What follows belongs to an exercise in optimizing a design on an open flow for small area; a production flow would make more cautious choices.
In this exercise RTL edits were held to simulation tests only and were not proved equivalent to the original.
No activity file was given, so power comes from the tool's default toggle rates.

## Smiley_Block_T
module	Smiley_Block_T	(
					input	logic	clk,
					input	logic	resetN,
					input	logic	startOfFrame,
					input	logic	[10:0] pixelX,
					input	logic	[10:0] pixelY,
					input	logic	collision,
					input	logic	up_key,
					input	logic	down_key,
					input	logic	right_key,
					input	logic	left_key,
					output	logic	smileyDR,
					output	logic	[7:0] smileyRGB,
					output	logic	move,
					output	logic	[10:0] topLeftX,
					output	logic	[10:0] topLeftY
);
localparam logic [2:0] IDLE0 = 3'd0, IDLE1 = 3'd1, MOVE = 3'd2, WAITF = 3'd3,
                       PCHG = 3'd4, PLIM = 3'd5;
logic [2:0]  state, state_n;
logic [15:1] xpos, xpos_n;       
logic [14:0] ypos, ypos_n;       
logic [15:6] xpos_h;             
logic [5:1]  xpos_l;             
logic [14:6] ypos_h;
logic [5:0]  ypos_l;
assign xpos = {xpos_h, xpos_l};
assign ypos = {ypos_h, ypos_l};
logic        xnz, xneg, ynz, yneg;       
logic        xnz_n, xneg_n, ynz_n, yneg_n;
logic [1:0]  dir, dir_n;         
logic        inbox;              
logic [4:0]  offx, offy;         
logic [1:0]  rgb1, rgb;          
logic [3:0]  hit1, hit;          
logic        started;            
assign started = (state != IDLE0);
logic [15:1] xadd;
logic [14:0] yadd;
logic        xlo, xhi, ylo, yhi;
always_comb begin
	xadd = '0;
	yadd = '0;
	if (state == PCHG) begin
		if (xnz) xadd = xneg ? -15'sd20 : 15'sd20;
		if (ynz) yadd = yneg ? -15'sd40 : 15'sd40;
	end else if (state == MOVE && collision) begin
		if (hit[3])      xadd = -15'sd1;
		else if (hit[2]) xadd = 15'sd1;
		if (hit[1])      yadd = -15'sd2;
		else if (hit[0]) yadd = 15'sd2;
	end
end
  ...
==> flow/config.mk <==
export PLATFORM = sky130hd
export DESIGN_NAME = Smiley_Block_T
export DESIGN_NICKNAME = Smiley_Block_T
export VERILOG_FILES = /design/flow/design.v
export SDC_FILE = /design/flow/constraint.sdc
export NUM_CORES = 4
export LEC_CHECK = 0
export CAP_MARGIN = 20
export CORE_MARGIN = 2
export CORE_UTILIZATION = 65
export SLEW_MARGIN = 20
==> flow/constraint.sdc <==
create_clock -name core_clock -period 8.0 [get_ports {clk}]
set_input_delay 1.6000 -clock core_clock [delete_from_list [all_inputs] [get_ports {clk}]]
set_output_delay 1.6000 -clock core_clock [all_outputs]
set_load 0.01 [all_outputs]
standard.sh (not shown) runs the stock make flow with config.mk's settings and CLKGATE_MAP_FILE= SYNTH_SCRIPT=/design/flow/synth_recipe.tcl, a recipe that flattens the netlist after the stock synthesis.
==> flow/flow/run.sh <==
#!/bin/bash
# Own layout flow: the standard layout (standard.sh), with two changes:
#  - synthesis maps the logic with an area-oriented ABC script (flow/area.abc)
#    and without adder-cell extraction; registers are mapped as in the
#    standard synthesis (flow/synth_area.tcl sources synth_recipe.tcl's steps);
#  - port buffers use the smallest buffer cell (buf_1);
#  - clock tree synthesis without dummy loads, from the smaller clock buffers.
# Each tool's output is in orfs/logs; make's own output is in flow_make.log.
set -euo pipefail
W=$(pwd)
export AREA_ABC_SCRIPT=$W/flow/area.abc
bash standard.sh SYNTH_SCRIPT=$W/flow/synth_area.tcl \
  "BUFFER_PORTS_ARGS=-buffer_cell sky130_fd_sc_hd__buf_1" \
  "CTS_ARGS=-sink_clustering_enable -sink_clustering_levels 1 -sink_clustering_size 60 -sink_clustering_max_diameter 400 -repair_clock_nets -dont_use_dummy_load -buf_list {sky130_fd_sc_hd__clkbuf_8 sky130_fd_sc_hd__clkbuf_16}" \
  finish > $W/flow_make.log 2>&1
==> flow/flow/area.abc <==
strash
&get -n
&deepsyn -J 50 -T 120 -S 1
&put
dch -f
amap
topo
==> flow/flow/synth_area.tcl <==
# The standard flow's synthesis (synth_recipe.tcl) with an area-oriented ABC script in place of
# ORFS's, and without the full/half adder cell extraction. Registers are
# mapped exactly as in the standard synthesis (ABC only remaps the logic).
proc synth {args} { yosys synth -nofsm -noshare {*}$args }
proc extract_fa {args} { }
proc abc {args} {
  set i [lsearch -exact $args -script]
  if { $i >= 0 } { set args [lreplace $args $i [expr {$i + 1}] -script $::env(AREA_ABC_SCRIPT)] }
  set i [lsearch -exact $args -D]
  if { $i >= 0 } { set args [lreplace $args $i [expr {$i + 1}]] }
  yosys abc {*}$args
}
source $::env(SCRIPTS_DIR)/synth.tcl
# left out here: clear keep_hierarchy, flatten, clean up, hide names made inside functions, write 1_2_yosys.v
Then changed:
--- a/flow/flow/run.sh
+++ b/flow/flow/run.sh
@@ -14 +14 @@
-  "CTS_ARGS=-sink_clustering_enable -sink_clustering_levels 1 -sink_clustering_size 60 -sink_clustering_max_diameter 400 -repair_clock_nets -dont_use_dummy_load -buf_list {sky130_fd_sc_hd__clkbuf_8 sky130_fd_sc_hd__clkbuf_16}" \
+  "CTS_ARGS=-sink_clustering_enable -repair_clock_nets -dont_use_dummy_load -buf_list {sky130_fd_sc_hd__clkbuf_4 sky130_fd_sc_hd__clkbuf_8}" \
- CORE_UTILIZATION: 65 -> 50
Result:
- final cell count went up by a few percent
- maximum frequency rises slightly
- power drops slightly
- routed wire length came out lower slightly
- worst setup slack is better by 0.10 ns
- count of clock-buffer cells in the layout does not change
- first-iteration DRC count drops by a quarter to a third
- utilization is lower by 17 points
Then changed:
- CORE_UTILIZATION: 50 -> 65
Area after synthesis is unchanged.
Total power rose by about 0.8%.
Routed wire length grows by 0.46%.
Worst hold slack degrades by 0.0055 ns.
Sequential share of layout area goes up by 0.29 points.
Via count came out higher by 4.0%.
Critical path depth does not change.
Global-route usage is higher by 4.8 points.
Design area fell by about 0.9%.
Clock-buffer cell count stays the same.
Then changed:
- CORE_UTILIZATION: 65 -> 85
Outcome:
- Now the flow never finished: it broke off in global placement without I/O (3_1_place_gp_skip_io) on GPL-0301
- synthesized cell count does not change
- synthesized area stays the same
Then changed:
--- a/flow/flow/run.sh
+++ b/flow/flow/run.sh
@@ -14 +14 @@
-  "CTS_ARGS=-sink_clustering_enable -repair_clock_nets -dont_use_dummy_load -buf_list {sky130_fd_sc_hd__clkbuf_4 sky130_fd_sc_hd__clkbuf_8}" \
+  "CTS_ARGS=-repair_clock_nets -dont_use_dummy_load -buf_list {sky130_fd_sc_hd__clkbuf_16}" \
- CORE_UTILIZATION: 85 -> 65
The changed run produced a clean layout. Synthesized cell count stays the same. Area after synthesis is unchanged.

[static timing again, ports no longer ideal]
The flow's constraints put no driver on any port. The routed layouts listed below were extracted and timed again, unchanged, in two steps.
Step 1: set_driving_cell puts a clkbuf_16 on clk and a buf_2 on each other input, an assumption about the parent block.
Step 2 times the ports against the registers' clock, not the clock port: input delays grow and output delays shrink by t, the midpoint of the rising clock arrivals with the driver on.
a / b / c = ideal / step 1 / step 2; a / b = the first two.
run	t (ns)	setup WS [ns]	hold slack, ns	worst slew at a driven data input, ns
the first run	0.317	1.628 / 1.636 / 1.320	0.327 / 0.327 / 0.327	0.03
the second run	0.323	1.728 / 1.738 / 1.416	0.332 / 0.332 / 0.332	0.04
the third run	0.317	1.628 / 1.636 / 1.320	0.327 / 0.327 / 0.327	0.03
the fifth run	0.315	1.631 / 1.646 / 1.331	0.337 / 0.337 / 0.337	0.03
After both steps every run listed still meets setup and hold. The setup slack of the second run, which loses most, moves by +0.010 ns with the drivers and by -0.312 ns with both steps.
